Context: an optimization exercise on an open-source flow, tuned for small area and a short achievable clock period. The choices shown serve that exercise and are no tape-out recipe.
RTL that was checked went through simulation tests only; none was proved equivalent to the original.
No functional check of the RTL was part of run 2.
Power and IR drop assume default switching activity.

==> flow/design.v (outline; a module is shown in full before it is edited, if it fits) <==
// module pe: 46 lines
// module mac_0_16: 304 lines
// module mac_16_17: 340 lines
// module mac_17_17: 341 lines
// module mac_17_18: 351 lines
// module csa_fa: 4 lines
// module csa_ha: 4 lines
// module pp_nor: 3 lines
// module inv8: 3 lines
// module skew_buffer: 25 lines
// module systolic_array: 34 lines
// module matrix_accelerator: 32 lines
module matrix_accelerator(
    input  wire        clk,
    input  wire        rst,
    input  wire        load_weight,
    input  wire [31:0] activation_in,
    output wire [95:0] result_out
);
  // ...
==> flow/flow/run.sh <==
#!/bin/bash
# The standard layout (standard.sh), with plain buffers on the ports in place
# of the delay cells that buffer_ports picks by default. Every port still gets
# its own buffer. make's full output goes to standard.log in this folder.
set -euo pipefail
export BUFFER_PORTS_ARGS="-buffer_cell sky130_fd_sc_hd__buf_2"
bash standard.sh > standard.log 2>&1
==> flow/standard.sh <==
#!/bin/bash
# synth_recipe.tcl (not shown) runs the flow's synth.tcl, then flattens the netlist and writes it again
# the make line also repeats each setting of config.mk as NAME=value (left out here)
make -C /OpenROAD-flow-scripts/flow DESIGN_CONFIG=/design/flow/config.mk WORK_HOME=/design/flow/orfs CLKGATE_MAP_FILE= SYNTH_SCRIPT=/design/flow/synth_recipe.tcl "${@:-finish}"
==> flow/config.mk <==
export PLATFORM = sky130hd
export DESIGN_NAME = matrix_accelerator
export DESIGN_NICKNAME = matrix_accelerator
export VERILOG_FILES = /design/flow/design.v
export SDC_FILE = /design/flow/constraint.sdc
export NUM_CORES = 4
export LEC_CHECK = 0
export CAP_MARGIN = 20
export CORE_MARGIN = 2
export CORE_UTILIZATION = 40
export CTS_CLUSTER_DIAMETER = 120
export CTS_CLUSTER_SIZE = 22
export SETUP_SLACK_MARGIN = 3.5
export SLEW_MARGIN = 20
export SYNTH_HIERARCHICAL = 1
export SYNTH_MINIMUM_KEEP_SIZE = 0
export TNS_END_PERCENT = 50
==> flow/constraint.sdc <==
create_clock -name core_clock -period 8.0 [get_ports {clk}]
set_input_delay 1.6000 -clock core_clock [delete_from_list [all_inputs] [get_ports {clk}]]
set_output_delay 1.6000 -clock core_clock [all_outputs]
set_load 0.01 [all_outputs]
==> metrics.log, run 1 <==
[metrics] Worst-Skew Late Latency: 0.66 ns
[metrics] met2 layer wire length in the routed design: roughly 51 mm
[metrics] post-route cell area: 0.0500 mm²
[metrics] met1 layer wirelength in the final routing: 47.8 mm
[metrics] cell count after synthesis: 4446
[metrics] final weighted congestion in routability-driven placement: 0.889
[metrics] Max transition margin: 37.9%
[metrics] family of cells with the greatest summed delay on the critical path: adder cells
[metrics] cell leakage power: between 0.02 and 0.025 µW
[metrics] result of the run: finished clean
[metrics] Met3 Routed Length: about 5.0 mm
[metrics] post-route setup TNS: 0 ns
[metrics] sequential cells: between 500 and 600
[metrics] Final Cycle Share: 55.0%
[metrics] DRC violation count after routing: 0
[metrics] worst hold slack: 0.337 ns
[metrics] non-clock inverter count in the final layout: 591
[metrics] TritonCTS clock tree: yes
[metrics] GR met2 Demand/Resource: around a third
[metrics] buffers added on ports: 130
[metrics] total die area: 0.119 mm²
[metrics] total wire length: roughly 110 mm
[metrics] aggregate global-route resource usage: 18.7%
[metrics] worst clock skew on the final layout: about 0.026 ns
[metrics] remaining antenna violation count: 0
[metrics] Worst Tran Pin Value: 0.931 ns
[metrics] cell type of the slowest stage on the worst timing path: fa_1
[metrics] highest routing layer actually used: met4
[metrics] worst path bufs/invs: 1
==> module pe, before the edit <==
module pe #(
    parameter WI = 0,       
    parameter WO = 16,      
    parameter SOUTH = 1     
) (
    input  wire                 clk,
    input  wire                 rst,
    input  wire                 load_weight,
    input  wire                 sel_w,       
    input  wire                 sel_s,       
    input  wire [7:0]           in_n,
    input  wire [7:0]           in_m,        
    input  wire [(WI>0?WI:1)-1:0] in_w,
    output wire [7:0]           out_s,
    output reg  [WO-1:0]        out_e
);
    reg  [7:0]    weight_reg;
    wire [WO-1:0] d;         
    generate
        if (WI == 0) begin : C0
            mac_0_16 mac (.a(in_m), .b(weight_reg), .se(sel_w), .sy(sel_s), .d(d));
        end else begin : CJ
            if (WI == 16)
                mac_16_17 mac (.a(in_m), .b(weight_reg), .e(in_w), .se(sel_w), .sy(sel_s), .d(d));
            else if (WO == 17)
                mac_17_17 mac (.a(in_m), .b(weight_reg), .e(in_w), .se(sel_w), .sy(sel_s), .d(d));
            else
                mac_17_18 mac (.a(in_m), .b(weight_reg), .e(in_w), .se(sel_w), .sy(sel_s), .d(d));
        end
    endgenerate
    generate
        if (SOUTH) begin : S
            reg [7:0] q;
            always @(posedge clk or posedge rst)
                if (rst) q <= 8'd0;
                else     q <= in_n;
            assign out_s = q;
        end else begin : NS
            assign out_s = 8'd0;
        end
    endgenerate
    always @(posedge clk)
        if (load_weight) weight_reg <= in_n;
    always @(posedge clk)
        out_e <= d;
endmodule
==> module mac_0_16, before the edit <==
module mac_0_16 (
    input  wire [7:0] a,
    input  wire [7:0] b,
    input  wire se,       
    input  wire sy,       
    output wire [15:0] d
);
    wire [7:0] an, bn;    
    inv8 ua (.a(a), .y(an));
    inv8 ub (.a(b), .y(bn));
    wire t0;
    pp_nor ut0 (.a(an[0]), .b(bn[0]), .y(t0));
    wire t1;
    pp_nor ut1 (.a(an[0]), .b(bn[1]), .y(t1));
    wire t2;
    pp_nor ut2 (.a(an[0]), .b(bn[2]), .y(t2));
    wire t3;
    pp_nor ut3 (.a(an[0]), .b(bn[3]), .y(t3));
    wire t4;
    pp_nor ut4 (.a(an[0]), .b(bn[4]), .y(t4));
    wire t5;
    pp_nor ut5 (.a(an[0]), .b(bn[5]), .y(t5));
    wire t6;
    pp_nor ut6 (.a(an[0]), .b(bn[6]), .y(t6));
    wire t7 = ~(a[0] & b[7]);
    wire t8;
    pp_nor ut8 (.a(an[1]), .b(bn[0]), .y(t8));
    wire t9;
    pp_nor ut9 (.a(an[1]), .b(bn[1]), .y(t9));
    wire t10;
    pp_nor ut10 (.a(an[1]), .b(bn[2]), .y(t10));
    wire t11;
    pp_nor ut11 (.a(an[1]), .b(bn[3]), .y(t11));
    wire t12;
    pp_nor ut12 (.a(an[1]), .b(bn[4]), .y(t12));
    wire t13;
    pp_nor ut13 (.a(an[1]), .b(bn[5]), .y(t13));
    wire t14;
    pp_nor ut14 (.a(an[1]), .b(bn[6]), .y(t14));
    wire t15 = ~(a[1] & b[7]);
    wire t16;
    pp_nor ut16 (.a(an[2]), .b(bn[0]), .y(t16));
    wire t17;
    pp_nor ut17 (.a(an[2]), .b(bn[1]), .y(t17));
    wire t18;
    pp_nor ut18 (.a(an[2]), .b(bn[2]), .y(t18));
    wire t19;
    pp_nor ut19 (.a(an[2]), .b(bn[3]), .y(t19));
    wire t20;
    pp_nor ut20 (.a(an[2]), .b(bn[4]), .y(t20));
    wire t21;
    pp_nor ut21 (.a(an[2]), .b(bn[5]), .y(t21));
    wire t22;
    pp_nor ut22 (.a(an[2]), .b(bn[6]), .y(t22));
    wire t23 = ~(a[2] & b[7]);
    wire t24;
    pp_nor ut24 (.a(an[3]), .b(bn[0]), .y(t24));
    wire t25;
    pp_nor ut25 (.a(an[3]), .b(bn[1]), .y(t25));
    wire t26;
    pp_nor ut26 (.a(an[3]), .b(bn[2]), .y(t26));
    wire t27;
    pp_nor ut27 (.a(an[3]), .b(bn[3]), .y(t27));
    wire t28;
    pp_nor ut28 (.a(an[3]), .b(bn[4]), .y(t28));
    wire t29;
    pp_nor ut29 (.a(an[3]), .b(bn[5]), .y(t29));
    wire t30;
    pp_nor ut30 (.a(an[3]), .b(bn[6]), .y(t30));
    wire t31 = ~(a[3] & b[7]);
    wire t32;
    pp_nor ut32 (.a(an[4]), .b(bn[0]), .y(t32));
    wire t33;
    pp_nor ut33 (.a(an[4]), .b(bn[1]), .y(t33));
    wire t34;
    pp_nor ut34 (.a(an[4]), .b(bn[2]), .y(t34));
    wire t35;
    pp_nor ut35 (.a(an[4]), .b(bn[3]), .y(t35));
    wire t36;
    pp_nor ut36 (.a(an[4]), .b(bn[4]), .y(t36));
    wire t37;
    pp_nor ut37 (.a(an[4]), .b(bn[5]), .y(t37));
    wire t38;
    pp_nor ut38 (.a(an[4]), .b(bn[6]), .y(t38));
    wire t39 = ~(a[4] & b[7]);
    wire t40;
    pp_nor ut40 (.a(an[5]), .b(bn[0]), .y(t40));
    wire t41;
    pp_nor ut41 (.a(an[5]), .b(bn[1]), .y(t41));
    wire t42;
    pp_nor ut42 (.a(an[5]), .b(bn[2]), .y(t42));
    wire t43;
    pp_nor ut43 (.a(an[5]), .b(bn[3]), .y(t43));
    wire t44;
    pp_nor ut44 (.a(an[5]), .b(bn[4]), .y(t44));
    wire t45;
    pp_nor ut45 (.a(an[5]), .b(bn[5]), .y(t45));
    wire t46;
    pp_nor ut46 (.a(an[5]), .b(bn[6]), .y(t46));
    wire t47 = ~(a[5] & b[7]);
    wire t48;
    pp_nor ut48 (.a(an[6]), .b(bn[0]), .y(t48));
    wire t49;
    pp_nor ut49 (.a(an[6]), .b(bn[1]), .y(t49));
    wire t50;
    pp_nor ut50 (.a(an[6]), .b(bn[2]), .y(t50));
    wire t51;
    pp_nor ut51 (.a(an[6]), .b(bn[3]), .y(t51));
    wire t52;
    pp_nor ut52 (.a(an[6]), .b(bn[4]), .y(t52));
    wire t53;
    pp_nor ut53 (.a(an[6]), .b(bn[5]), .y(t53));
    wire t54;
    pp_nor ut54 (.a(an[6]), .b(bn[6]), .y(t54));
    wire t55 = ~(a[6] & b[7]);
    wire t56 = ~(a[7] & b[0]);
    wire t57 = ~(a[7] & b[1]);
    wire t58 = ~(a[7] & b[2]);
    wire t59 = ~(a[7] & b[3]);
    wire t60 = ~(a[7] & b[4]);
    wire t61 = ~(a[7] & b[5]);
    wire t62 = ~(a[7] & b[6]);
    wire t63;
    pp_nor ut63 (.a(an[7]), .b(bn[7]), .y(t63));
    wire t64, t65;
    csa_ha ut64 (.a(t2), .b(t9), .s(t64), .co(t65));
    wire t66, t67;
    csa_fa ut66 (.a(t3), .b(t10), .c(t17), .s(t66), .co(t67));
    wire t68, t69;
    csa_ha ut68 (.a(t24), .b(t65), .s(t68), .co(t69));
    wire t70, t71;
    csa_fa ut70 (.a(t4), .b(t11), .c(t18), .s(t70), .co(t71));
    wire t72, t73;
    csa_fa ut72 (.a(t25), .b(t32), .c(t67), .s(t72), .co(t73));
    wire t74, t75;
    csa_ha ut74 (.a(t69), .b(t70), .s(t74), .co(t75));
    wire t76, t77;
    csa_fa ut76 (.a(t5), .b(t12), .c(t19), .s(t76), .co(t77));
    wire t78, t79;
    csa_fa ut78 (.a(t26), .b(t33), .c(t40), .s(t78), .co(t79));
    wire t80, t81;
    csa_fa ut80 (.a(t71), .b(t76), .c(t78), .s(t80), .co(t81));
    wire t82, t83;
    csa_ha ut82 (.a(t75), .b(t73), .s(t82), .co(t83));
    wire t84, t85;
    csa_fa ut84 (.a(t6), .b(t13), .c(t20), .s(t84), .co(t85));
    wire t86, t87;
    csa_fa ut86 (.a(t27), .b(t34), .c(t41), .s(t86), .co(t87));
    wire t88, t89;
    csa_fa ut88 (.a(t48), .b(t77), .c(t79), .s(t88), .co(t89));
    wire t90, t91;
    csa_fa ut90 (.a(t84), .b(t86), .c(t81), .s(t90), .co(t91));
    wire t92, t93;
    csa_ha ut92 (.a(t88), .b(t83), .s(t92), .co(t93));
    wire t94, t95;
    csa_fa ut94 (.a(t7), .b(t14), .c(t21), .s(t94), .co(t95));
    wire t96, t97;
    csa_fa ut96 (.a(t28), .b(t35), .c(t42), .s(t96), .co(t97));
    wire t98, t99;
    csa_fa ut98 (.a(t49), .b(t56), .c(t85), .s(t98), .co(t99));
    wire t100, t101;
    csa_fa ut100 (.a(t87), .b(t94), .c(t96), .s(t100), .co(t101));
    wire t102, t103;
    csa_fa ut102 (.a(t89), .b(t98), .c(t100), .s(t102), .co(t103));
    wire t104, t105;
    csa_ha ut104 (.a(t91), .b(t93), .s(t104), .co(t105));
    wire t106 = ~(t15 ^ t22);
    wire t107 = t15 | t22;
    wire t108, t109;
    csa_fa ut108 (.a(t29), .b(t36), .c(t43), .s(t108), .co(t109));
    wire t110, t111;
    csa_fa ut110 (.a(t50), .b(t57), .c(t95), .s(t110), .co(t111));
    wire t112, t113;
    csa_fa ut112 (.a(t97), .b(t106), .c(t108), .s(t112), .co(t113));
    wire t114, t115;
    csa_fa ut114 (.a(t99), .b(t101), .c(t110), .s(t114), .co(t115));
    wire t116, t117;
    csa_fa ut116 (.a(t112), .b(t103), .c(t114), .s(t116), .co(t117));
    wire t118, t119;
    csa_fa ut118 (.a(t23), .b(t30), .c(t37), .s(t118), .co(t119));
    wire t120, t121;
    csa_fa ut120 (.a(t44), .b(t51), .c(t58), .s(t120), .co(t121));
    wire t122, t123;
    csa_fa ut122 (.a(t107), .b(t109), .c(t118), .s(t122), .co(t123));
    wire t124, t125;
    csa_fa ut124 (.a(t120), .b(t111), .c(t113), .s(t124), .co(t125));
    wire t126, t127;
    csa_fa ut126 (.a(t122), .b(t115), .c(t124), .s(t126), .co(t127));
    wire t128, t129;
    csa_fa ut128 (.a(t31), .b(t38), .c(t45), .s(t128), .co(t129));
    wire t130, t131;
    csa_fa ut130 (.a(t52), .b(t59), .c(t119), .s(t130), .co(t131));
    wire t132, t133;
    csa_fa ut132 (.a(t121), .b(t128), .c(t123), .s(t132), .co(t133));
    wire t134, t135;
    csa_fa ut134 (.a(t130), .b(t125), .c(t132), .s(t134), .co(t135));
    wire t136, t137;
    csa_fa ut136 (.a(t39), .b(t46), .c(t53), .s(t136), .co(t137));
    wire t138, t139;
    csa_fa ut138 (.a(t60), .b(t129), .c(t136), .s(t138), .co(t139));
    wire t140, t141;
    csa_fa ut140 (.a(t131), .b(t138), .c(t133), .s(t140), .co(t141));
    wire t142, t143;
    csa_fa ut142 (.a(t47), .b(t54), .c(t61), .s(t142), .co(t143));
    wire t144, t145;
    csa_fa ut144 (.a(t137), .b(t142), .c(t139), .s(t144), .co(t145));
    wire t146, t147;
    csa_fa ut146 (.a(t55), .b(t62), .c(t143), .s(t146), .co(t147));
    wire t148 = t0 & 1'b0;
    wire t149 = t1 & t8;
    wire t150 = t16 & t64;
    wire t151 = t66 & t68;
    wire t152 = t72 & t74;
    wire t153 = t80 & t82;
    wire t154 = t90 & t92;
    wire t155 = t102 & t104;
    wire t156 = t105 & t116;
    wire t157 = t117 & t126;
    wire t158 = t127 & t134;
    wire t159 = t135 & t140;
    wire t160 = t141 & t144;
    wire t161 = t145 & t146;
    wire t162 = t63 & t147;
    wire t163 = 1'b1 & 1'b0;
    wire t164 = t0 ^ 1'b0;
    wire t165 = t1 ^ t8;
    wire t166 = t16 ^ t64;
    wire t167 = t66 ^ t68;
    wire t168 = t72 ^ t74;
    wire t169 = t80 ^ t82;
    wire t170 = t90 ^ t92;
    wire t171 = t102 ^ t104;
    wire t172 = t105 ^ t116;
    wire t173 = t117 ^ t126;
    wire t174 = t127 ^ t134;
    wire t175 = t135 ^ t140;
    wire t176 = t141 ^ t144;
    wire t177 = t145 ^ t146;
    wire t178 = t63 ^ t147;
    wire t179 = 1'b1 ^ 1'b0;
    wire t180 = t149 | (t165 & t148);
    wire t181 = t150 | (t166 & t180);
    wire t182 = t151 | (t167 & t181);
    wire t183 = t152 | (t168 & t182);
    wire t184 = t153 | (t169 & t183);
    wire t185 = t155 | (t171 & t154);
    wire t186 = t171 & t170;
    wire t187 = t157 | (t173 & t156);
    wire t188 = t173 & t172;
    wire t189 = t159 | (t175 & t158);
    wire t190 = t175 & t174;
    wire t191 = t161 | (t177 & t160);
    wire t192 = t177 & t176;
    wire t193 = t163 | (t179 & t162);
    wire t194 = t179 & t178;
    wire t195 = t187 | (t188 & t185);
    wire t196 = t188 & t186;
    wire t197 = t191 | (t192 & t189);
    wire t198 = t192 & t190;
    wire t199 = t197 | (t198 & t195);
    wire t200 = t198 & t196;
    wire t201 = t189 | (t190 & t195);
    wire t202 = t190 & t196;
    wire t203 = t193 | (t194 & t199);
    wire t204 = t194 & t200;
    wire t205 = t156 | (t172 & t185);
    wire t206 = t172 & t186;
    wire t207 = t158 | (t174 & t195);
    wire t208 = t174 & t196;
    wire t209 = t160 | (t176 & t201);
    wire t210 = t176 & t202;
    wire t211 = t162 | (t178 & t199);
    wire t212 = t178 & t200;
    wire t213 = t154 | (t170 & t184);
    wire t214 = t185 | (t186 & t184);
    wire t215 = t205 | (t206 & t184);
    wire t216 = t195 | (t196 & t184);
    wire t217 = t207 | (t208 & t184);
    wire t218 = t201 | (t202 & t184);
    wire t219 = t209 | (t210 & t184);
    wire t220 = t199 | (t200 & t184);
    wire t221 = t211 | (t212 & t184);
    wire t222 = t203 | (t204 & t184);
    wire t223 = t165 ^ t148;
    wire t224 = t166 ^ t180;
    wire t225 = t167 ^ t181;
    wire t226 = t168 ^ t182;
    wire t227 = t169 ^ t183;
    wire t228 = t170 ^ t184;
    wire t229 = t171 ^ t213;
    wire t230 = t172 ^ t214;
    wire t231 = t173 ^ t215;
    wire t232 = t174 ^ t216;
    wire t233 = t175 ^ t217;
    wire t234 = t176 ^ t218;
    wire t235 = t177 ^ t219;
    wire t236 = t178 ^ t220;
    wire t237 = t179 ^ t221;
    wire [15:0] ra = {1'b1, t63, t145, t141, t135, t127, t117, t105, t102, t90, t80, t72, t66, t16, t1, t0};
    wire [15:0] rb = {1'b0, t147, t146, t144, t140, t134, t126, t116, t104, t92, t82, t74, t68, t64, t8, 1'b0};
    wire [15:0] y = {t237, t236, t235, t234, t233, t232, t231, t230, t229, t228, t227, t226, t225, t224, t223, t164};
    wire [15:0] e_ext = 16'd0;
    assign d = ({16{se}} & e_ext) | ({16{sy}} & y);
endmodule
==> module mac_16_17, before the edit <==
module mac_16_17 (
    input  wire [7:0] a,
    input  wire [7:0] b,
    input  wire [15:0] e,
    input  wire se,       
    input  wire sy,       
    output wire [16:0] d
);
    wire [7:0] an, bn;    
    inv8 ua (.a(a), .y(an));
    inv8 ub (.a(b), .y(bn));
    wire t0;
    pp_nor ut0 (.a(an[0]), .b(bn[0]), .y(t0));
    wire t1;
    pp_nor ut1 (.a(an[0]), .b(bn[1]), .y(t1));
    wire t2;
    pp_nor ut2 (.a(an[0]), .b(bn[2]), .y(t2));
    wire t3;
    pp_nor ut3 (.a(an[0]), .b(bn[3]), .y(t3));
    wire t4;
    pp_nor ut4 (.a(an[0]), .b(bn[4]), .y(t4));
    wire t5;
    pp_nor ut5 (.a(an[0]), .b(bn[5]), .y(t5));
    wire t6;
    pp_nor ut6 (.a(an[0]), .b(bn[6]), .y(t6));
    wire t7 = ~(a[0] & b[7]);
    wire t8;
    pp_nor ut8 (.a(an[1]), .b(bn[0]), .y(t8));
    wire t9;
    pp_nor ut9 (.a(an[1]), .b(bn[1]), .y(t9));
    wire t10;
    pp_nor ut10 (.a(an[1]), .b(bn[2]), .y(t10));
    wire t11;
    pp_nor ut11 (.a(an[1]), .b(bn[3]), .y(t11));
    wire t12;
    pp_nor ut12 (.a(an[1]), .b(bn[4]), .y(t12));
    wire t13;
    pp_nor ut13 (.a(an[1]), .b(bn[5]), .y(t13));
    wire t14;
    pp_nor ut14 (.a(an[1]), .b(bn[6]), .y(t14));
    wire t15 = ~(a[1] & b[7]);
    wire t16;
    pp_nor ut16 (.a(an[2]), .b(bn[0]), .y(t16));
    wire t17;
    pp_nor ut17 (.a(an[2]), .b(bn[1]), .y(t17));
    wire t18;
    pp_nor ut18 (.a(an[2]), .b(bn[2]), .y(t18));
    wire t19;
    pp_nor ut19 (.a(an[2]), .b(bn[3]), .y(t19));
    wire t20;
    pp_nor ut20 (.a(an[2]), .b(bn[4]), .y(t20));
    wire t21;
    pp_nor ut21 (.a(an[2]), .b(bn[5]), .y(t21));
    wire t22;
    pp_nor ut22 (.a(an[2]), .b(bn[6]), .y(t22));
    wire t23 = ~(a[2] & b[7]);
    wire t24;
    pp_nor ut24 (.a(an[3]), .b(bn[0]), .y(t24));
    wire t25;
    pp_nor ut25 (.a(an[3]), .b(bn[1]), .y(t25));
    wire t26;
    pp_nor ut26 (.a(an[3]), .b(bn[2]), .y(t26));
    wire t27;
    pp_nor ut27 (.a(an[3]), .b(bn[3]), .y(t27));
    wire t28;
    pp_nor ut28 (.a(an[3]), .b(bn[4]), .y(t28));
    wire t29;
    pp_nor ut29 (.a(an[3]), .b(bn[5]), .y(t29));
    wire t30;
    pp_nor ut30 (.a(an[3]), .b(bn[6]), .y(t30));
    wire t31 = ~(a[3] & b[7]);
    wire t32;
    pp_nor ut32 (.a(an[4]), .b(bn[0]), .y(t32));
    wire t33;
    pp_nor ut33 (.a(an[4]), .b(bn[1]), .y(t33));
    wire t34;
    pp_nor ut34 (.a(an[4]), .b(bn[2]), .y(t34));
    wire t35;
    pp_nor ut35 (.a(an[4]), .b(bn[3]), .y(t35));
    wire t36;
    pp_nor ut36 (.a(an[4]), .b(bn[4]), .y(t36));
    wire t37;
    pp_nor ut37 (.a(an[4]), .b(bn[5]), .y(t37));
    wire t38;
    pp_nor ut38 (.a(an[4]), .b(bn[6]), .y(t38));
    wire t39 = ~(a[4] & b[7]);
    wire t40;
    pp_nor ut40 (.a(an[5]), .b(bn[0]), .y(t40));
    wire t41;
    pp_nor ut41 (.a(an[5]), .b(bn[1]), .y(t41));
    wire t42;
    pp_nor ut42 (.a(an[5]), .b(bn[2]), .y(t42));
    wire t43;
    pp_nor ut43 (.a(an[5]), .b(bn[3]), .y(t43));
    wire t44;
    pp_nor ut44 (.a(an[5]), .b(bn[4]), .y(t44));
    wire t45;
    pp_nor ut45 (.a(an[5]), .b(bn[5]), .y(t45));
    wire t46;
    pp_nor ut46 (.a(an[5]), .b(bn[6]), .y(t46));
    wire t47 = ~(a[5] & b[7]);
    wire t48;
    pp_nor ut48 (.a(an[6]), .b(bn[0]), .y(t48));
    wire t49;
    pp_nor ut49 (.a(an[6]), .b(bn[1]), .y(t49));
    wire t50;
    pp_nor ut50 (.a(an[6]), .b(bn[2]), .y(t50));
    wire t51;
    pp_nor ut51 (.a(an[6]), .b(bn[3]), .y(t51));
    wire t52;
    pp_nor ut52 (.a(an[6]), .b(bn[4]), .y(t52));
    wire t53;
    pp_nor ut53 (.a(an[6]), .b(bn[5]), .y(t53));
    wire t54;
    pp_nor ut54 (.a(an[6]), .b(bn[6]), .y(t54));
    wire t55 = ~(a[6] & b[7]);
    wire t56 = ~(a[7] & b[0]);
    wire t57 = ~(a[7] & b[1]);
    wire t58 = ~(a[7] & b[2]);
    wire t59 = ~(a[7] & b[3]);
    wire t60 = ~(a[7] & b[4]);
    wire t61 = ~(a[7] & b[5]);
    wire t62 = ~(a[7] & b[6]);
    wire t63;
    pp_nor ut63 (.a(an[7]), .b(bn[7]), .y(t63));
    wire t64 = ~e[15];
    wire t65, t66;
    csa_ha ut65 (.a(e[1]), .b(t1), .s(t65), .co(t66));
    wire t67, t68;
    csa_fa ut67 (.a(e[2]), .b(t2), .c(t9), .s(t67), .co(t68));
    wire t69, t70;
    csa_ha ut69 (.a(t16), .b(t66), .s(t69), .co(t70));
    wire t71, t72;
    csa_fa ut71 (.a(e[3]), .b(t3), .c(t10), .s(t71), .co(t72));
    wire t73, t74;
    csa_fa ut73 (.a(t17), .b(t24), .c(t68), .s(t73), .co(t74));
    wire t75, t76;
    csa_ha ut75 (.a(t70), .b(t71), .s(t75), .co(t76));
    wire t77, t78;
    csa_fa ut77 (.a(e[4]), .b(t4), .c(t11), .s(t77), .co(t78));
    wire t79, t80;
    csa_fa ut79 (.a(t18), .b(t25), .c(t32), .s(t79), .co(t80));
    wire t81, t82;
    csa_fa ut81 (.a(t72), .b(t77), .c(t79), .s(t81), .co(t82));
    wire t83, t84;
    csa_ha ut83 (.a(t76), .b(t74), .s(t83), .co(t84));
    wire t85, t86;
    csa_fa ut85 (.a(e[5]), .b(t5), .c(t12), .s(t85), .co(t86));
    wire t87, t88;
    csa_fa ut87 (.a(t19), .b(t26), .c(t33), .s(t87), .co(t88));
    wire t89, t90;
    csa_fa ut89 (.a(t40), .b(t78), .c(t80), .s(t89), .co(t90));
    wire t91, t92;
    csa_fa ut91 (.a(t85), .b(t87), .c(t82), .s(t91), .co(t92));
    wire t93, t94;
    csa_ha ut93 (.a(t89), .b(t84), .s(t93), .co(t94));
    wire t95, t96;
    csa_fa ut95 (.a(e[6]), .b(t6), .c(t13), .s(t95), .co(t96));
    wire t97, t98;
    csa_fa ut97 (.a(t20), .b(t27), .c(t34), .s(t97), .co(t98));
    wire t99, t100;
    csa_fa ut99 (.a(t41), .b(t48), .c(t86), .s(t99), .co(t100));
    wire t101, t102;
    csa_fa ut101 (.a(t88), .b(t95), .c(t97), .s(t101), .co(t102));
    wire t103, t104;
    csa_fa ut103 (.a(t90), .b(t99), .c(t101), .s(t103), .co(t104));
    wire t105, t106;
    csa_ha ut105 (.a(t92), .b(t94), .s(t105), .co(t106));
    wire t107, t108;
    csa_fa ut107 (.a(e[7]), .b(t7), .c(t14), .s(t107), .co(t108));
    wire t109, t110;
    csa_fa ut109 (.a(t21), .b(t28), .c(t35), .s(t109), .co(t110));
    wire t111, t112;
    csa_fa ut111 (.a(t42), .b(t49), .c(t56), .s(t111), .co(t112));
    wire t113, t114;
    csa_fa ut113 (.a(t96), .b(t98), .c(t107), .s(t113), .co(t114));
    wire t115, t116;
    csa_fa ut115 (.a(t109), .b(t111), .c(t100), .s(t115), .co(t116));
    wire t117, t118;
    csa_fa ut117 (.a(t102), .b(t113), .c(t115), .s(t117), .co(t118));
    wire t119, t120;
    csa_ha ut119 (.a(t104), .b(t106), .s(t119), .co(t120));
    wire t121 = ~(e[8] ^ t15);
    wire t122 = e[8] | t15;
    wire t123, t124;
    csa_fa ut123 (.a(t22), .b(t29), .c(t36), .s(t123), .co(t124));
    wire t125, t126;
    csa_fa ut125 (.a(t43), .b(t50), .c(t57), .s(t125), .co(t126));
    wire t127, t128;
    csa_fa ut127 (.a(t108), .b(t110), .c(t112), .s(t127), .co(t128));
    wire t129, t130;
    csa_fa ut129 (.a(t121), .b(t123), .c(t125), .s(t129), .co(t130));
    wire t131, t132;
    csa_fa ut131 (.a(t114), .b(t127), .c(t129), .s(t131), .co(t132));
    wire t133, t134;
    csa_fa ut133 (.a(t116), .b(t131), .c(t118), .s(t133), .co(t134));
    wire t135, t136;
    csa_fa ut135 (.a(e[9]), .b(t23), .c(t30), .s(t135), .co(t136));
    wire t137, t138;
    csa_fa ut137 (.a(t37), .b(t44), .c(t51), .s(t137), .co(t138));
    wire t139, t140;
    csa_fa ut139 (.a(t58), .b(t122), .c(t124), .s(t139), .co(t140));
    wire t141, t142;
    csa_fa ut141 (.a(t126), .b(t135), .c(t137), .s(t141), .co(t142));
    wire t143, t144;
    csa_fa ut143 (.a(t128), .b(t130), .c(t139), .s(t143), .co(t144));
    wire t145, t146;
    csa_fa ut145 (.a(t141), .b(t132), .c(t143), .s(t145), .co(t146));
    wire t147, t148;
    csa_fa ut147 (.a(e[10]), .b(t31), .c(t38), .s(t147), .co(t148));
    wire t149, t150;
    csa_fa ut149 (.a(t45), .b(t52), .c(t59), .s(t149), .co(t150));
    wire t151, t152;
    csa_fa ut151 (.a(t136), .b(t138), .c(t147), .s(t151), .co(t152));
    wire t153, t154;
    csa_fa ut153 (.a(t149), .b(t140), .c(t142), .s(t153), .co(t154));
    wire t155, t156;
    csa_fa ut155 (.a(t151), .b(t144), .c(t153), .s(t155), .co(t156));
    wire t157, t158;
    csa_fa ut157 (.a(e[11]), .b(t39), .c(t46), .s(t157), .co(t158));
    wire t159, t160;
    csa_fa ut159 (.a(t53), .b(t60), .c(t148), .s(t159), .co(t160));
    wire t161, t162;
    csa_fa ut161 (.a(t150), .b(t157), .c(t152), .s(t161), .co(t162));
    wire t163, t164;
    csa_fa ut163 (.a(t159), .b(t154), .c(t161), .s(t163), .co(t164));
    wire t165, t166;
    csa_fa ut165 (.a(e[12]), .b(t47), .c(t54), .s(t165), .co(t166));
    wire t167, t168;
    csa_fa ut167 (.a(t61), .b(t158), .c(t165), .s(t167), .co(t168));
    wire t169, t170;
    csa_fa ut169 (.a(t160), .b(t167), .c(t162), .s(t169), .co(t170));
    wire t171, t172;
    csa_fa ut171 (.a(e[13]), .b(t55), .c(t62), .s(t171), .co(t172));
    wire t173, t174;
    csa_fa ut173 (.a(t166), .b(t171), .c(t168), .s(t173), .co(t174));
    wire t175, t176;
    csa_fa ut175 (.a(e[14]), .b(t63), .c(t172), .s(t175), .co(t176));
    wire t177 = t0 & e[0];
    wire t178 = t8 & t65;
    wire t179 = t67 & t69;
    wire t180 = t73 & t75;
    wire t181 = t81 & t83;
    wire t182 = t91 & t93;
    wire t183 = t103 & t105;
    wire t184 = t117 & t119;
    wire t185 = t120 & t133;
    wire t186 = t134 & t145;
    wire t187 = t146 & t155;
    wire t188 = t156 & t163;
    wire t189 = t164 & t169;
    wire t190 = t170 & t173;
    wire t191 = t174 & t175;
    wire t192 = t64 & t176;
    wire t193 = 1'b1 & 1'b0;
    wire t194 = t0 ^ e[0];
    wire t195 = t8 ^ t65;
    wire t196 = t67 ^ t69;
    wire t197 = t73 ^ t75;
    wire t198 = t81 ^ t83;
    wire t199 = t91 ^ t93;
    wire t200 = t103 ^ t105;
    wire t201 = t117 ^ t119;
    wire t202 = t120 ^ t133;
    wire t203 = t134 ^ t145;
    wire t204 = t146 ^ t155;
    wire t205 = t156 ^ t163;
    wire t206 = t164 ^ t169;
    wire t207 = t170 ^ t173;
    wire t208 = t174 ^ t175;
    wire t209 = t64 ^ t176;
    wire t210 = 1'b1 ^ 1'b0;
    wire t211 = t178 | (t195 & t177);
    wire t212 = t179 | (t196 & t211);
    wire t213 = t180 | (t197 & t212);
    wire t214 = t181 | (t198 & t213);
    wire t215 = t182 | (t199 & t214);
    wire t216 = t184 | (t201 & t183);
    wire t217 = t201 & t200;
    wire t218 = t186 | (t203 & t185);
    wire t219 = t203 & t202;
    wire t220 = t188 | (t205 & t187);
    wire t221 = t205 & t204;
    wire t222 = t190 | (t207 & t189);
    wire t223 = t207 & t206;
    wire t224 = t192 | (t209 & t191);
    wire t225 = t209 & t208;
    wire t226 = t218 | (t219 & t216);
    wire t227 = t219 & t217;
    wire t228 = t222 | (t223 & t220);
    wire t229 = t223 & t221;
    wire t230 = t228 | (t229 & t226);
    wire t231 = t229 & t227;
    wire t232 = t220 | (t221 & t226);
    wire t233 = t221 & t227;
    wire t234 = t224 | (t225 & t230);
    wire t235 = t225 & t231;
    wire t236 = t185 | (t202 & t216);
    wire t237 = t202 & t217;
    wire t238 = t187 | (t204 & t226);
    wire t239 = t204 & t227;
    wire t240 = t189 | (t206 & t232);
    wire t241 = t206 & t233;
    wire t242 = t191 | (t208 & t230);
    wire t243 = t208 & t231;
    wire t244 = t193 | (t210 & t234);
    wire t245 = t210 & t235;
    wire t246 = t183 | (t200 & t215);
    wire t247 = t216 | (t217 & t215);
    wire t248 = t236 | (t237 & t215);
    wire t249 = t226 | (t227 & t215);
    wire t250 = t238 | (t239 & t215);
    wire t251 = t232 | (t233 & t215);
    wire t252 = t240 | (t241 & t215);
    wire t253 = t230 | (t231 & t215);
    wire t254 = t242 | (t243 & t215);
    wire t255 = t234 | (t235 & t215);
    wire t256 = t244 | (t245 & t215);
    wire t257 = t195 ^ t177;
    wire t258 = t196 ^ t211;
    wire t259 = t197 ^ t212;
    wire t260 = t198 ^ t213;
    wire t261 = t199 ^ t214;
    wire t262 = t200 ^ t215;
    wire t263 = t201 ^ t246;
    wire t264 = t202 ^ t247;
    wire t265 = t203 ^ t248;
    wire t266 = t204 ^ t249;
    wire t267 = t205 ^ t250;
    wire t268 = t206 ^ t251;
    wire t269 = t207 ^ t252;
    wire t270 = t208 ^ t253;
    wire t271 = t209 ^ t254;
    wire t272 = t210 ^ t255;
    wire [16:0] ra = {1'b1, t64, t174, t170, t164, t156, t146, t134, t120, t117, t103, t91, t81, t73, t67, t8, t0};
    wire [16:0] rb = {1'b0, t176, t175, t173, t169, t163, t155, t145, t133, t119, t105, t93, t83, t75, t69, t65, e[0]};
    wire [16:0] y = {t272, t271, t270, t269, t268, t267, t266, t265, t264, t263, t262, t261, t260, t259, t258, t257, t194};
    wire [16:0] e_ext = {{1{e[15]}}, e};
    assign d = ({17{se}} & e_ext) | ({17{sy}} & y);
endmodule
==> module skew_buffer, before the edit <==
module skew_buffer(
    input  wire        clk,
    input  wire        rst,
    input  wire [31:0] raw_input,
    output wire [31:0] skewed_output
);
    reg [7:0] d1_1;
    reg [7:0] d2_1, d2_2;
    reg [7:0] d3_1, d3_2, d3_3;
    always @(posedge clk or posedge rst) begin
        if (rst) begin
            d1_1 <= 0;
            d2_1 <= 0; d2_2 <= 0;
            d3_1 <= 0; d3_2 <= 0; d3_3 <= 0;
        end else begin
            d1_1 <= raw_input[15:8];
            d2_1 <= raw_input[23:16];
            d2_2 <= d2_1;
            d3_1 <= raw_input[31:24];
            d3_2 <= d3_1;
            d3_3 <= d3_2;
        end
    end
    assign skewed_output = {d3_3, d2_2, d1_1, raw_input[7:0]};
endmodule
==> module systolic_array, before the edit <==
module systolic_array(
    input  wire        clk,
    input  wire        rst,
    input  wire        load_weight,
    input  wire        sel_w,       
    input  wire        sel_s,       
    input  wire [31:0] in_n,
    input  wire [31:0] in_m,        
    output wire [95:0] out_e
);
    genvar i, j;
    generate
        for (i = 0; i < 4; i = i + 1) begin : ROW
            wire [7:0]  n0, n1, n2, n3;
            wire [7:0]  m0, m1, m2, m3;
            wire [15:0] e0;
            wire [16:0] e1, e2;
            wire [17:0] e3;
            wire [7:0]  s0, s1, s2, s3;
            if (i == 0) begin : TOP
                assign {n3, n2, n1, n0} = in_n;
                assign {m3, m2, m1, m0} = in_m;
            end else begin : BELOW
                assign {n3, n2, n1, n0} = {ROW[i-1].s3, ROW[i-1].s2, ROW[i-1].s1, ROW[i-1].s0};
                assign {m3, m2, m1, m0} = {n3, n2, n1, n0};
            end
            pe #(.WI(0),  .WO(16), .SOUTH(i < 3)) c0 (clk, rst, load_weight, sel_w, sel_s, n0, m0, 1'b0, s0, e0);
            pe #(.WI(16), .WO(17), .SOUTH(i < 3)) c1 (clk, rst, load_weight, sel_w, sel_s, n1, m1, e0,   s1, e1);
            pe #(.WI(17), .WO(17), .SOUTH(i < 3)) c2 (clk, rst, load_weight, sel_w, sel_s, n2, m2, e1,   s2, e2);
            pe #(.WI(17), .WO(18), .SOUTH(i < 3)) c3 (clk, rst, load_weight, sel_w, sel_s, n3, m3, e2,   s3, e3);
            assign out_e[24*i +: 24] = {{6{e3[17]}}, e3};
        end
    endgenerate
endmodule
==> module matrix_accelerator, before the edit <==
module matrix_accelerator(
    input  wire        clk,
    input  wire        rst,
    input  wire        load_weight,
    input  wire [31:0] activation_in,
    output wire [95:0] result_out
);
    wire [31:0] skewed;
    skew_buffer skew_unit (
        .clk(clk),
        .rst(rst),
        .raw_input(activation_in),
        .skewed_output(skewed)
    );
    reg valid;
    always @(posedge clk or posedge rst)
        if (rst)              valid <= 1'b0;
        else if (load_weight) valid <= 1'b1;
    wire hold = load_weight | ~valid;
    wire [31:0] in_n = {load_weight ? activation_in[31:8] : skewed[31:8],
                        activation_in[7:0]};
    systolic_array array_core (
        .clk(clk),
        .rst(rst),
        .load_weight(load_weight),
        .sel_w(hold & ~rst),
        .sel_s(~hold & ~rst),
        .in_n(in_n),
        .in_m(skewed),   
        .out_e(result_out)
    );
endmodule
==> run 2: changes to the inputs <==
--- a/flow/design.v
+++ b/flow/design.v
@@ -9,52 +9,49 @@
     input  wire                 load_weight,
     input  wire                 sel_w,       
     input  wire                 sel_s,       
-    input  wire [7:0]           in_n,
-    input  wire [7:0]           in_m,        
+    input  wire [7:0]           in_nn,       
+    input  wire [7:0]           in_mn,       
     input  wire [(WI>0?WI:1)-1:0] in_w,
-    output wire [7:0]           out_s,
+    output wire [7:0]           out_sn,      
     output reg  [WO-1:0]        out_e
 );
-    reg  [7:0]    weight_reg;
-    wire [WO-1:0] d;         
+    reg  [7:0]    weight_n;    
+    wire [WO-1:0] d;           
     generate
         if (WI == 0) begin : C0
-            mac_0_16 mac (.a(in_m), .b(weight_reg), .se(sel_w), .sy(sel_s), .d(d));
+            mac_0_16 mac (.an(in_mn), .bn(weight_n), .se(sel_w), .sy(sel_s), .d(d));
         end else begin : CJ
             if (WI == 16)
-                mac_16_17 mac (.a(in_m), .b(weight_reg), .e(in_w), .se(sel_w), .sy(sel_s), .d(d));
+                mac_16_17 mac (.an(in_mn), .bn(weight_n), .e(in_w), .se(sel_w), .sy(sel_s), .d(d));
             else if (WO == 17)
-                mac_17_17 mac (.a(in_m), .b(weight_reg), .e(in_w), .se(sel_w), .sy(sel_s), .d(d));
+                mac_17_17 mac (.an(in_mn), .bn(weight_n), .e(in_w), .se(sel_w), .sy(sel_s), .d(d));
             else
-                mac_17_18 mac (.a(in_m), .b(weight_reg), .e(in_w), .se(sel_w), .sy(sel_s), .d(d));
+                mac_17_18 mac (.an(in_mn), .bn(weight_n), .e(in_w), .se(sel_w), .sy(sel_s), .d(d));
         end
     endgenerate
     generate
         if (SOUTH) begin : S
             reg [7:0] q;
             always @(posedge clk or posedge rst)
-                if (rst) q <= 8'd0;
-                else     q <= in_n;
-            assign out_s = q;
+                if (rst) q <= 8'hff;
+                else     q <= in_nn;
+            assign out_sn = q;
         end else begin : NS
-            assign out_s = 8'd0;
+            assign out_sn = 8'hff;
         end
     endgenerate
     always @(posedge clk)
-        if (load_weight) weight_reg <= in_n;
+        if (load_weight) weight_n <= in_nn;
     always @(posedge clk)
         out_e <= d;
 endmodule
 module mac_0_16 (
-    input  wire [7:0] a,
-    input  wire [7:0] b,
+    input  wire [7:0] an,    
+    input  wire [7:0] bn,    
     input  wire se,       
     input  wire sy,       
     output wire [15:0] d
 );
-    wire [7:0] an, bn;    
-    inv8 ua (.a(a), .y(an));
-    inv8 ub (.a(b), .y(bn));
     wire t0;
     pp_nor ut0 (.a(an[0]), .b(bn[0]), .y(t0));
     wire t1;
@@ -69,7 +66,7 @@
     pp_nor ut5 (.a(an[0]), .b(bn[5]), .y(t5));
     wire t6;
     pp_nor ut6 (.a(an[0]), .b(bn[6]), .y(t6));
-    wire t7 = ~(a[0] & b[7]);
+    wire t7 = an[0] | bn[7];
     wire t8;
     pp_nor ut8 (.a(an[1]), .b(bn[0]), .y(t8));
     wire t9;
@@ -84,7 +81,7 @@
     pp_nor ut13 (.a(an[1]), .b(bn[5]), .y(t13));
     wire t14;
     pp_nor ut14 (.a(an[1]), .b(bn[6]), .y(t14));
-    wire t15 = ~(a[1] & b[7]);
+    wire t15 = an[1] | bn[7];
     wire t16;
     pp_nor ut16 (.a(an[2]), .b(bn[0]), .y(t16));
     wire t17;
@@ -99,7 +96,7 @@
     pp_nor ut21 (.a(an[2]), .b(bn[5]), .y(t21));
     wire t22;
     pp_nor ut22 (.a(an[2]), .b(bn[6]), .y(t22));
-    wire t23 = ~(a[2] & b[7]);
+    wire t23 = an[2] | bn[7];
     wire t24;
     pp_nor ut24 (.a(an[3]), .b(bn[0]), .y(t24));
     wire t25;
@@ -114,7 +111,7 @@
     pp_nor ut29 (.a(an[3]), .b(bn[5]), .y(t29));
     wire t30;
     pp_nor ut30 (.a(an[3]), .b(bn[6]), .y(t30));
-    wire t31 = ~(a[3] & b[7]);
+    wire t31 = an[3] | bn[7];
     wire t32;
     pp_nor ut32 (.a(an[4]), .b(bn[0]), .y(t32));
     wire t33;
@@ -129,7 +126,7 @@
     pp_nor ut37 (.a(an[4]), .b(bn[5]), .y(t37));
     wire t38;
     pp_nor ut38 (.a(an[4]), .b(bn[6]), .y(t38));
-    wire t39 = ~(a[4] & b[7]);
+    wire t39 = an[4] | bn[7];
     wire t40;
     pp_nor ut40 (.a(an[5]), .b(bn[0]), .y(t40));
     wire t41;
@@ -144,7 +141,7 @@
     pp_nor ut45 (.a(an[5]), .b(bn[5]), .y(t45));
     wire t46;
     pp_nor ut46 (.a(an[5]), .b(bn[6]), .y(t46));
-    wire t47 = ~(a[5] & b[7]);
+    wire t47 = an[5] | bn[7];
     wire t48;
     pp_nor ut48 (.a(an[6]), .b(bn[0]), .y(t48));
     wire t49;
@@ -159,14 +156,14 @@
     pp_nor ut53 (.a(an[6]), .b(bn[5]), .y(t53));
     wire t54;
     pp_nor ut54 (.a(an[6]), .b(bn[6]), .y(t54));
-    wire t55 = ~(a[6] & b[7]);
-    wire t56 = ~(a[7] & b[0]);
-    wire t57 = ~(a[7] & b[1]);
-    wire t58 = ~(a[7] & b[2]);
-    wire t59 = ~(a[7] & b[3]);
-    wire t60 = ~(a[7] & b[4]);
-    wire t61 = ~(a[7] & b[5]);
-    wire t62 = ~(a[7] & b[6]);
+    wire t55 = an[6] | bn[7];
+    wire t56 = an[7] | bn[0];
+    wire t57 = an[7] | bn[1];
+    wire t58 = an[7] | bn[2];
+    wire t59 = an[7] | bn[3];
+    wire t60 = an[7] | bn[4];
+    wire t61 = an[7] | bn[5];
+    wire t62 = an[7] | bn[6];
     wire t63;
     pp_nor ut63 (.a(an[7]), .b(bn[7]), .y(t63));
     wire t64, t65;
@@ -350,16 +347,13 @@
     assign d = ({16{se}} & e_ext) | ({16{sy}} & y);
 endmodule
 module mac_16_17 (
-    input  wire [7:0] a,
-    input  wire [7:0] b,
+    input  wire [7:0] an,    
+    input  wire [7:0] bn,    
     input  wire [15:0] e,
     input  wire se,       
     input  wire sy,       
     output wire [16:0] d
 );
-    wire [7:0] an, bn;    
-    inv8 ua (.a(a), .y(an));
-    inv8 ub (.a(b), .y(bn));
     wire t0;
     pp_nor ut0 (.a(an[0]), .b(bn[0]), .y(t0));
     wire t1;
@@ -374,7 +368,7 @@
     pp_nor ut5 (.a(an[0]), .b(bn[5]), .y(t5));
     wire t6;
     pp_nor ut6 (.a(an[0]), .b(bn[6]), .y(t6));
-    wire t7 = ~(a[0] & b[7]);
+    wire t7 = an[0] | bn[7];
     wire t8;
     pp_nor ut8 (.a(an[1]), .b(bn[0]), .y(t8));
     wire t9;
@@ -389,7 +383,7 @@
     pp_nor ut13 (.a(an[1]), .b(bn[5]), .y(t13));
     wire t14;
     pp_nor ut14 (.a(an[1]), .b(bn[6]), .y(t14));
-    wire t15 = ~(a[1] & b[7]);
+    wire t15 = an[1] | bn[7];
     wire t16;
     pp_nor ut16 (.a(an[2]), .b(bn[0]), .y(t16));
     wire t17;
@@ -404,7 +398,7 @@
     pp_nor ut21 (.a(an[2]), .b(bn[5]), .y(t21));
     wire t22;
     pp_nor ut22 (.a(an[2]), .b(bn[6]), .y(t22));
-    wire t23 = ~(a[2] & b[7]);
+    wire t23 = an[2] | bn[7];
     wire t24;
     pp_nor ut24 (.a(an[3]), .b(bn[0]), .y(t24));
     wire t25;
@@ -419,7 +413,7 @@
     pp_nor ut29 (.a(an[3]), .b(bn[5]), .y(t29));
     wire t30;
     pp_nor ut30 (.a(an[3]), .b(bn[6]), .y(t30));
-    wire t31 = ~(a[3] & b[7]);
+    wire t31 = an[3] | bn[7];
     wire t32;
     pp_nor ut32 (.a(an[4]), .b(bn[0]), .y(t32));
     wire t33;
@@ -434,7 +428,7 @@
     pp_nor ut37 (.a(an[4]), .b(bn[5]), .y(t37));
     wire t38;
     pp_nor ut38 (.a(an[4]), .b(bn[6]), .y(t38));
-    wire t39 = ~(a[4] & b[7]);
+    wire t39 = an[4] | bn[7];
     wire t40;
     pp_nor ut40 (.a(an[5]), .b(bn[0]), .y(t40));
     wire t41;
@@ -449,7 +443,7 @@
     pp_nor ut45 (.a(an[5]), .b(bn[5]), .y(t45));
     wire t46;
     pp_nor ut46 (.a(an[5]), .b(bn[6]), .y(t46));
-    wire t47 = ~(a[5] & b[7]);
+    wire t47 = an[5] | bn[7];
     wire t48;
     pp_nor ut48 (.a(an[6]), .b(bn[0]), .y(t48));
     wire t49;
@@ -464,14 +458,14 @@
     pp_nor ut53 (.a(an[6]), .b(bn[5]), .y(t53));
     wire t54;
     pp_nor ut54 (.a(an[6]), .b(bn[6]), .y(t54));
-    wire t55 = ~(a[6] & b[7]);
-    wire t56 = ~(a[7] & b[0]);
-    wire t57 = ~(a[7] & b[1]);
-    wire t58 = ~(a[7] & b[2]);
-    wire t59 = ~(a[7] & b[3]);
-    wire t60 = ~(a[7] & b[4]);
-    wire t61 = ~(a[7] & b[5]);
-    wire t62 = ~(a[7] & b[6]);
+    wire t55 = an[6] | bn[7];
+    wire t56 = an[7] | bn[0];
+    wire t57 = an[7] | bn[1];
+    wire t58 = an[7] | bn[2];
+    wire t59 = an[7] | bn[3];
+    wire t60 = an[7] | bn[4];
+    wire t61 = an[7] | bn[5];
+    wire t62 = an[7] | bn[6];
     wire t63;
     pp_nor ut63 (.a(an[7]), .b(bn[7]), .y(t63));
     wire t64 = ~e[15];
@@ -690,16 +684,13 @@
     assign d = ({17{se}} & e_ext) | ({17{sy}} & y);
 endmodule
 module mac_17_17 (
-    input  wire [7:0] a,
-    input  wire [7:0] b,
+    input  wire [7:0] an,    
+    input  wire [7:0] bn,    
     input  wire [16:0] e,
     input  wire se,       
     input  wire sy,       
     output wire [16:0] d
 );
-    wire [7:0] an, bn;    
-    inv8 ua (.a(a), .y(an));
-    inv8 ub (.a(b), .y(bn));
     wire t0;
     pp_nor ut0 (.a(an[0]), .b(bn[0]), .y(t0));
     wire t1;
@@ -714,7 +705,7 @@
     pp_nor ut5 (.a(an[0]), .b(bn[5]), .y(t5));
     wire t6;
     pp_nor ut6 (.a(an[0]), .b(bn[6]), .y(t6));
-    wire t7 = ~(a[0] & b[7]);
+    wire t7 = an[0] | bn[7];
     wire t8;
     pp_nor ut8 (.a(an[1]), .b(bn[0]), .y(t8));
     wire t9;
@@ -729,7 +720,7 @@
     pp_nor ut13 (.a(an[1]), .b(bn[5]), .y(t13));
     wire t14;
     pp_nor ut14 (.a(an[1]), .b(bn[6]), .y(t14));
-    wire t15 = ~(a[1] & b[7]);
+    wire t15 = an[1] | bn[7];
     wire t16;
     pp_nor ut16 (.a(an[2]), .b(bn[0]), .y(t16));
     wire t17;
@@ -744,7 +735,7 @@
     pp_nor ut21 (.a(an[2]), .b(bn[5]), .y(t21));
     wire t22;
     pp_nor ut22 (.a(an[2]), .b(bn[6]), .y(t22));
-    wire t23 = ~(a[2] & b[7]);
+    wire t23 = an[2] | bn[7];
     wire t24;
     pp_nor ut24 (.a(an[3]), .b(bn[0]), .y(t24));
     wire t25;
@@ -759,7 +750,7 @@
     pp_nor ut29 (.a(an[3]), .b(bn[5]), .y(t29));
     wire t30;
     pp_nor ut30 (.a(an[3]), .b(bn[6]), .y(t30));
-    wire t31 = ~(a[3] & b[7]);
+    wire t31 = an[3] | bn[7];
     wire t32;
     pp_nor ut32 (.a(an[4]), .b(bn[0]), .y(t32));
     wire t33;
@@ -774,7 +765,7 @@
     pp_nor ut37 (.a(an[4]), .b(bn[5]), .y(t37));
     wire t38;
     pp_nor ut38 (.a(an[4]), .b(bn[6]), .y(t38));
-    wire t39 = ~(a[4] & b[7]);
+    wire t39 = an[4] | bn[7];
     wire t40;
     pp_nor ut40 (.a(an[5]), .b(bn[0]), .y(t40));
     wire t41;
@@ -789,7 +780,7 @@
     pp_nor ut45 (.a(an[5]), .b(bn[5]), .y(t45));
     wire t46;
     pp_nor ut46 (.a(an[5]), .b(bn[6]), .y(t46));
-    wire t47 = ~(a[5] & b[7]);
+    wire t47 = an[5] | bn[7];
     wire t48;
     pp_nor ut48 (.a(an[6]), .b(bn[0]), .y(t48));
     wire t49;
@@ -804,14 +795,14 @@
     pp_nor ut53 (.a(an[6]), .b(bn[5]), .y(t53));
     wire t54;
     pp_nor ut54 (.a(an[6]), .b(bn[6]), .y(t54));
-    wire t55 = ~(a[6] & b[7]);
-    wire t56 = ~(a[7] & b[0]);
-    wire t57 = ~(a[7] & b[1]);
-    wire t58 = ~(a[7] & b[2]);
-    wire t59 = ~(a[7] & b[3]);
-    wire t60 = ~(a[7] & b[4]);
-    wire t61 = ~(a[7] & b[5]);
-    wire t62 = ~(a[7] & b[6]);
+    wire t55 = an[6] | bn[7];
+    wire t56 = an[7] | bn[0];
+    wire t57 = an[7] | bn[1];
+    wire t58 = an[7] | bn[2];
+    wire t59 = an[7] | bn[3];
+    wire t60 = an[7] | bn[4];
+    wire t61 = an[7] | bn[5];
+    wire t62 = an[7] | bn[6];
     wire t63;
     pp_nor ut63 (.a(an[7]), .b(bn[7]), .y(t63));
     wire t64 = ~e[16];
@@ -1031,16 +1022,13 @@
     assign d = ({17{se}} & e_ext) | ({17{sy}} & y);
 endmodule
 module mac_17_18 (
-    input  wire [7:0] a,
-    input  wire [7:0] b,
+    input  wire [7:0] an,    
+    input  wire [7:0] bn,    
     input  wire [16:0] e,
     input  wire se,       
     input  wire sy,       
     output wire [17:0] d
 );
-    wire [7:0] an, bn;    
-    inv8 ua (.a(a), .y(an));
-    inv8 ub (.a(b), .y(bn));
     wire t0;
     pp_nor ut0 (.a(an[0]), .b(bn[0]), .y(t0));
     wire t1;
@@ -1055,7 +1043,7 @@
     pp_nor ut5 (.a(an[0]), .b(bn[5]), .y(t5));
     wire t6;
     pp_nor ut6 (.a(an[0]), .b(bn[6]), .y(t6));
-    wire t7 = ~(a[0] & b[7]);
+    wire t7 = an[0] | bn[7];
     wire t8;
     pp_nor ut8 (.a(an[1]), .b(bn[0]), .y(t8));
     wire t9;
@@ -1070,7 +1058,7 @@
     pp_nor ut13 (.a(an[1]), .b(bn[5]), .y(t13));
     wire t14;
     pp_nor ut14 (.a(an[1]), .b(bn[6]), .y(t14));
-    wire t15 = ~(a[1] & b[7]);
+    wire t15 = an[1] | bn[7];
     wire t16;
     pp_nor ut16 (.a(an[2]), .b(bn[0]), .y(t16));
     wire t17;
@@ -1085,7 +1073,7 @@
     pp_nor ut21 (.a(an[2]), .b(bn[5]), .y(t21));
     wire t22;
     pp_nor ut22 (.a(an[2]), .b(bn[6]), .y(t22));
-    wire t23 = ~(a[2] & b[7]);
+    wire t23 = an[2] | bn[7];
     wire t24;
     pp_nor ut24 (.a(an[3]), .b(bn[0]), .y(t24));
     wire t25;
@@ -1100,7 +1088,7 @@
     pp_nor ut29 (.a(an[3]), .b(bn[5]), .y(t29));
     wire t30;
     pp_nor ut30 (.a(an[3]), .b(bn[6]), .y(t30));
-    wire t31 = ~(a[3] & b[7]);
+    wire t31 = an[3] | bn[7];
     wire t32;
     pp_nor ut32 (.a(an[4]), .b(bn[0]), .y(t32));
     wire t33;
@@ -1115,7 +1103,7 @@
     pp_nor ut37 (.a(an[4]), .b(bn[5]), .y(t37));
     wire t38;
     pp_nor ut38 (.a(an[4]), .b(bn[6]), .y(t38));
-    wire t39 = ~(a[4] & b[7]);
+    wire t39 = an[4] | bn[7];
     wire t40;
     pp_nor ut40 (.a(an[5]), .b(bn[0]), .y(t40));
     wire t41;
@@ -1130,7 +1118,7 @@
     pp_nor ut45 (.a(an[5]), .b(bn[5]), .y(t45));
     wire t46;
     pp_nor ut46 (.a(an[5]), .b(bn[6]), .y(t46));
-    wire t47 = ~(a[5] & b[7]);
+    wire t47 = an[5] | bn[7];
     wire t48;
     pp_nor ut48 (.a(an[6]), .b(bn[0]), .y(t48));
     wire t49;
@@ -1145,14 +1133,14 @@
     pp_nor ut53 (.a(an[6]), .b(bn[5]), .y(t53));
     wire t54;
     pp_nor ut54 (.a(an[6]), .b(bn[6]), .y(t54));
-    wire t55 = ~(a[6] & b[7]);
-    wire t56 = ~(a[7] & b[0]);
-    wire t57 = ~(a[7] & b[1]);
-    wire t58 = ~(a[7] & b[2]);
-    wire t59 = ~(a[7] & b[3]);
-    wire t60 = ~(a[7] & b[4]);
-    wire t61 = ~(a[7] & b[5]);
-    wire t62 = ~(a[7] & b[6]);
+    wire t55 = an[6] | bn[7];
+    wire t56 = an[7] | bn[0];
+    wire t57 = an[7] | bn[1];
+    wire t58 = an[7] | bn[2];
+    wire t59 = an[7] | bn[3];
+    wire t60 = an[7] | bn[4];
+    wire t61 = an[7] | bn[5];
+    wire t62 = an[7] | bn[6];
     wire t63;
     pp_nor ut63 (.a(an[7]), .b(bn[7]), .y(t63));
     wire t64 = ~e[16];
@@ -1392,34 +1380,31 @@
 module pp_nor (input wire a, input wire b, output wire y);
     assign y = ~(a | b);
 endmodule
-module inv8 (input wire [7:0] a, output wire [7:0] y);
-    assign y = ~a;
-endmodule
 `timescale 1ns / 1ps
 module skew_buffer(
     input  wire        clk,
     input  wire        rst,
     input  wire [31:0] raw_input,
-    output wire [31:0] skewed_output
+    output wire [31:0] skewed_output_n    
 );
     reg [7:0] d1_1;
     reg [7:0] d2_1, d2_2;
     reg [7:0] d3_1, d3_2, d3_3;
     always @(posedge clk or posedge rst) begin
         if (rst) begin
-            d1_1 <= 0;
-            d2_1 <= 0; d2_2 <= 0;
-            d3_1 <= 0; d3_2 <= 0; d3_3 <= 0;
+            d1_1 <= 8'hff;
+            d2_1 <= 8'hff; d2_2 <= 8'hff;
+            d3_1 <= 8'hff; d3_2 <= 8'hff; d3_3 <= 8'hff;
         end else begin
-            d1_1 <= raw_input[15:8];
-            d2_1 <= raw_input[23:16];
+            d1_1 <= ~raw_input[15:8];
+            d2_1 <= ~raw_input[23:16];
             d2_2 <= d2_1;
-            d3_1 <= raw_input[31:24];
+            d3_1 <= ~raw_input[31:24];
             d3_2 <= d3_1;
             d3_3 <= d3_2;
         end
     end
-    assign skewed_output = {d3_3, d2_2, d1_1, raw_input[7:0]};
+    assign skewed_output_n = {d3_3, d2_2, d1_1, ~raw_input[7:0]};
 endmodule
 `timescale 1ns / 1ps
 module systolic_array(
@@ -1428,22 +1413,22 @@
     input  wire        load_weight,
     input  wire        sel_w,       
     input  wire        sel_s,       
-    input  wire [31:0] in_n,
-    input  wire [31:0] in_m,        
+    input  wire [31:0] in_nn,       
+    input  wire [31:0] in_mn,       
     output wire [95:0] out_e
 );
-    genvar i, j;
+    genvar i;
     generate
         for (i = 0; i < 4; i = i + 1) begin : ROW
-            wire [7:0]  n0, n1, n2, n3;
+            wire [7:0]  n0, n1, n2, n3;    
             wire [7:0]  m0, m1, m2, m3;
             wire [15:0] e0;
             wire [16:0] e1, e2;
             wire [17:0] e3;
             wire [7:0]  s0, s1, s2, s3;
             if (i == 0) begin : TOP
-                assign {n3, n2, n1, n0} = in_n;
-                assign {m3, m2, m1, m0} = in_m;
+                assign {n3, n2, n1, n0} = in_nn;
+                assign {m3, m2, m1, m0} = in_mn;
             end else begin : BELOW
                 assign {n3, n2, n1, n0} = {ROW[i-1].s3, ROW[i-1].s2, ROW[i-1].s1, ROW[i-1].s0};
                 assign {m3, m2, m1, m0} = {n3, n2, n1, n0};
@@ -1464,28 +1449,28 @@
     input  wire [31:0] activation_in,
     output wire [95:0] result_out
 );
-    wire [31:0] skewed;
+    wire [31:0] skewed_n;
     skew_buffer skew_unit (
         .clk(clk),
         .rst(rst),
         .raw_input(activation_in),
-        .skewed_output(skewed)
+        .skewed_output_n(skewed_n)
     );
     reg valid;
     always @(posedge clk or posedge rst)
         if (rst)              valid <= 1'b0;
         else if (load_weight) valid <= 1'b1;
     wire hold = load_weight | ~valid;
-    wire [31:0] in_n = {load_weight ? activation_in[31:8] : skewed[31:8],
-                        activation_in[7:0]};
+    wire [31:0] in_nn = {load_weight ? ~activation_in[31:8] : skewed_n[31:8],
+                         skewed_n[7:0]};
     systolic_array array_core (
         .clk(clk),
         .rst(rst),
         .load_weight(load_weight),
         .sel_w(hold & ~rst),
         .sel_s(~hold & ~rst),
-        .in_n(in_n),
-        .in_m(skewed),   
+        .in_nn(in_nn),
+        .in_mn(skewed_n),   
         .out_e(result_out)
     );
 endmodule
--- a/flow/config.mk
+++ b/flow/config.mk
@@ -14,4 +14,3 @@
 export SLEW_MARGIN = 20
 export SYNTH_HIERARCHICAL = 1
 export SYNTH_MINIMUM_KEEP_SIZE = 0
-export TNS_END_PERCENT = 50
==> metrics.log, run 2 <==
[metrics] average wire per cell in the routed design: 17.5 µm
[metrics] vias in the first global route: approximately 33000
[metrics] element type at the critical path start: primary input
[metrics] Sink Count: 545
[metrics] Worst Hold Depth: 0
[metrics] worst-case register-to-register setup slack: around 3.6 ns
[metrics] max-capacitance violation count: 0
[metrics] syn avg cell area: 10.9 µm²
[metrics] warnings from Yosys: 16
[metrics] final weighted congestion in routability-driven placement: 0.853 (-4.0%)
[metrics] DRC violation count after routing: 0 (unchanged)
[metrics] Worst Hold End: skew_unit.d3_3[7]
[metrics] data arrival at the endpoint of the critical path: about 5 ns
[metrics] WP data required: about 8.6 ns
[metrics] effective utilization at floorplan: 40.4%
[metrics] Worst Tran Pin Value: 1.08 ns (+0.147 ns)
[metrics] hold path start: skew_unit.d3_2[7]
[metrics] Critical Path End Type: flip-flop
[metrics] overall via count from detail_route: around 31000
[metrics] Max transition margin: 28.1% (-9.8 points)
[metrics] clk slew on worst S/H paths: 0.10 ns
[metrics] fill cell total of the finished layout: 10789
[metrics] length of the first detailed-routing pass in iterations: 5
[metrics] TritonCTS clock tree: yes
[metrics] number of flip-flops under the largest register name: 72
[metrics] Worst-Skew Late Latency: 0.65 ns (about the same)
[metrics] worst setup path category: in2reg
[metrics] HP Class: reg2reg
[metrics] reg-to-reg critical path endpoint: array_core.ROW[0].c2.out_e[13]
[metrics] detailed router's first-iteration violation count: about 1800
[metrics] most frequent cells in the layout: nor2_1 (863), fa_1 (795), inv_1 (355)
[metrics] total die area: 0.119 mm² (-0.28%)
[metrics] Sw Ratio: 46.2%
[metrics] aggregate global-route resource usage: 18.0% (-0.68 points)
[metrics] sequential share of power: 20.1%
[metrics] maximum root-to-sink buffer count: 3
[metrics] remaining antenna violation count: 0 (unchanged)
[metrics] setup repair after global routing missed its margin: true
[metrics] highest attainable clock frequency: 226 MHz
[metrics] CTS Hold Buffers Added: 0
[metrics] result of the run: finished clean
[metrics] initial antenna violation count: 1
[metrics] length in cells of the worst reg-to-reg path: 12
[metrics] most frequent standard cell in the layout excluding fill and tap cells: nor2_1
[metrics] post-route setup TNS: 0 ns (unchanged)
[metrics] worst clock skew on the final layout: 0.0258 ns (-0.000149 ns)
[metrics] post-synthesis cell area: ~0.046 mm²
[metrics] cell leakage power: 0.0218 µW (-3.1%)
[metrics] top register by number of flip-flops: array_core.ROW.c3.out_e
[metrics] buffers added on ports: 130 (unchanged)
[metrics] DR vias/cell: around 5.2
[metrics] top flop regs: array_core.ROW.c3.out_e (72), array_core.ROW.c1.out_e (68), array_core.ROW.c2.out_e (68)
[metrics] Critical Path Fanout Max: 7
[metrics] Max Slew Vio Count: 0
[metrics] CTS H-Tree Depth: 1
[metrics] post-route minimum period: 4.43 ns
[metrics] portion of total power attributed to combinational logic: 71.2%
[metrics] number of cell rows: 124
[metrics] cell count after synthesis: 4267 (-4.0%)
[metrics] worst hold slack: 0.345 ns (+0.00863 ns)
[metrics] die extent in x: 344 µm
[metrics] wire length of the first global-routing pass: roughly 170 mm
[metrics] Die Height: 344 µm
[metrics] Clock power frac: 8.7%
[metrics] HPWL after detailed placement: approximately 81 mm
[metrics] post-layout util: 44.2%
[metrics] peak supply drop: roughly 0.00024 V
[metrics] FF-to-FF Start: skew_unit.d2_2[1]
[metrics] area growth from synthesis to layout: 9.43%
[metrics] Placed Area: 0.0487 mm²
[metrics] Pwr per Cell Area: 397 mW/mm²
[metrics] net count after synthesis: 5410
[metrics] final setup violation count: 0
[metrics] cell internal pwr: 10800 µW
[metrics] core area: 0.115 mm²
[metrics] largest net degree at the start of global routing: 170
[metrics] post-route cell area: 0.0507 mm² (+1.4%)
[metrics] total clock buffers created by CTS: 31
[metrics] number of nets in the layout: 5591
[metrics] Switch Pwr: 9300 µW
[metrics] share of cells above drive strength 1: approximately 17%
[metrics] Ports: roughly 130
[metrics] Final Cycle Share: 55.4% (+0.38 points)
[metrics] Fin. Hold Viols: 0
[metrics] total overflow reported by the global router: 0
[metrics] total wire length: 105 mm (-1.9%)
[metrics] cell chosen for the clock root: clkbuf_16
==> run 2: final cells by class <==
cell class	count	area [µm²]	area share, %
tap	1512	1890	3.73
timing repair buffer	224	1430	2.82
multi-input combinational	3283	31900	63.0
sequential	545	13100	25.8
antenna	1	2.50	0.00494
clock buffer	48	840	1.66
inverter	363	1390	2.74
clock inverter	9	113	0.222
==> run 2: worst max-delay path by stage <==
stage	startpoint	to	slack [ns]	depth (start not counted)
final	activation_in[4]	array_core.ROW[0].c0.out_e[12]	3.57	11
after global routing	skew_unit.d1_1[0]	array_core.ROW[0].c1.out_e[13]	3.48	11
after CTS	activation_in[0]	array_core.ROW[0].c0.out_e[12]	3.50	12
after detailed placement	activation_in[2]	array_core.ROW[0].c0.out_e[13]	2.75	13
after global placement	activation_in[2]	array_core.ROW[0].c0.out_e[12]	2.81	12
after floorplan	activation_in[0]	array_core.ROW[0].c0.out_e[12]	3.11	11
==> run 2: repair_timing <==
action | CTS | global route
hold endpoints to repair | 0 | 0
buffers inserted | 5 | 81
endpoints found under the setup margin | 9 | 54
resized for setup | 4 | 66
pin swaps | 2 | 19
==> run 2: critical path, stage by stage <==
cell	delay, ns
buf_2	0.10
clkinvlp_4	0.17
buf_4	0.19
or2_2	0.28
fa_1	0.56
fa_1	0.43
fa_1	0.54
ha_4	0.23
a21o_1	0.19
or4_1	0.49
and3_1	0.19
==> run 2: power by group through the flow <==
stage	Sequential, µW	Clock, µW	Combinational (µW)
floorplan	3880	0	11000
global placement	4130	0	13300
detailed placement	4120	0	13600
CTS	4060	1840	13700
global route	4120	1920	16400
finish	4040	1750	14300
==> run 2: layer usage <==
layer / track usage (%) / up-vias / share of wire [%]
met3: 1.99 / 108 / 4.0
met4: 3.22 / 0 / 1.6
met5: 0 / - / 0
met2: 29.3 / 652 / 47
met1: 26.3 / 15981 / 47
li1: - / 14346 / -
==> run 2: through the flow <==
step,std cells,total power [µW],worst slack [ns]
5_1_grt,5984,22500,3.48
2_1_floorplan,4267,14900,3.11
3_3_place_gp,5841,17400,2.81
4_1_cts,5903,19600,3.50
6_report,5985,20100,3.57
3_5_place_dp,5841,17700,2.75

-- what the ideal ports hide --
In the flow no input, the clock included, has a driving cell. The finished layouts below were timed again as built, in two steps. Step 1, drivers: a clkbuf_16 drives clk and a buf_2 each remaining input, both assumed. Step 2 times the ports against the registers' clock, not the clock port: input delays grow and output delays shrink by t, the midpoint of the rising clock arrivals with the driver on. Slacks: ideal / step 1 / step 2; pairs: ideal / step 1.
run	t, ns	setup slack, ns	slew at the worst register clock pin (ns)
run 1	0.714	3.598 / 3.598 / 3.011	0.10 / 0.10
run 2	0.712	3.567 / 3.617 / 2.905	0.10 / 0.10
After both steps setup and hold are still met in every run listed. For run 2, which loses most, drivers alone change the setup slack by +0.050 ns; drivers and shift together by -0.662 ns.
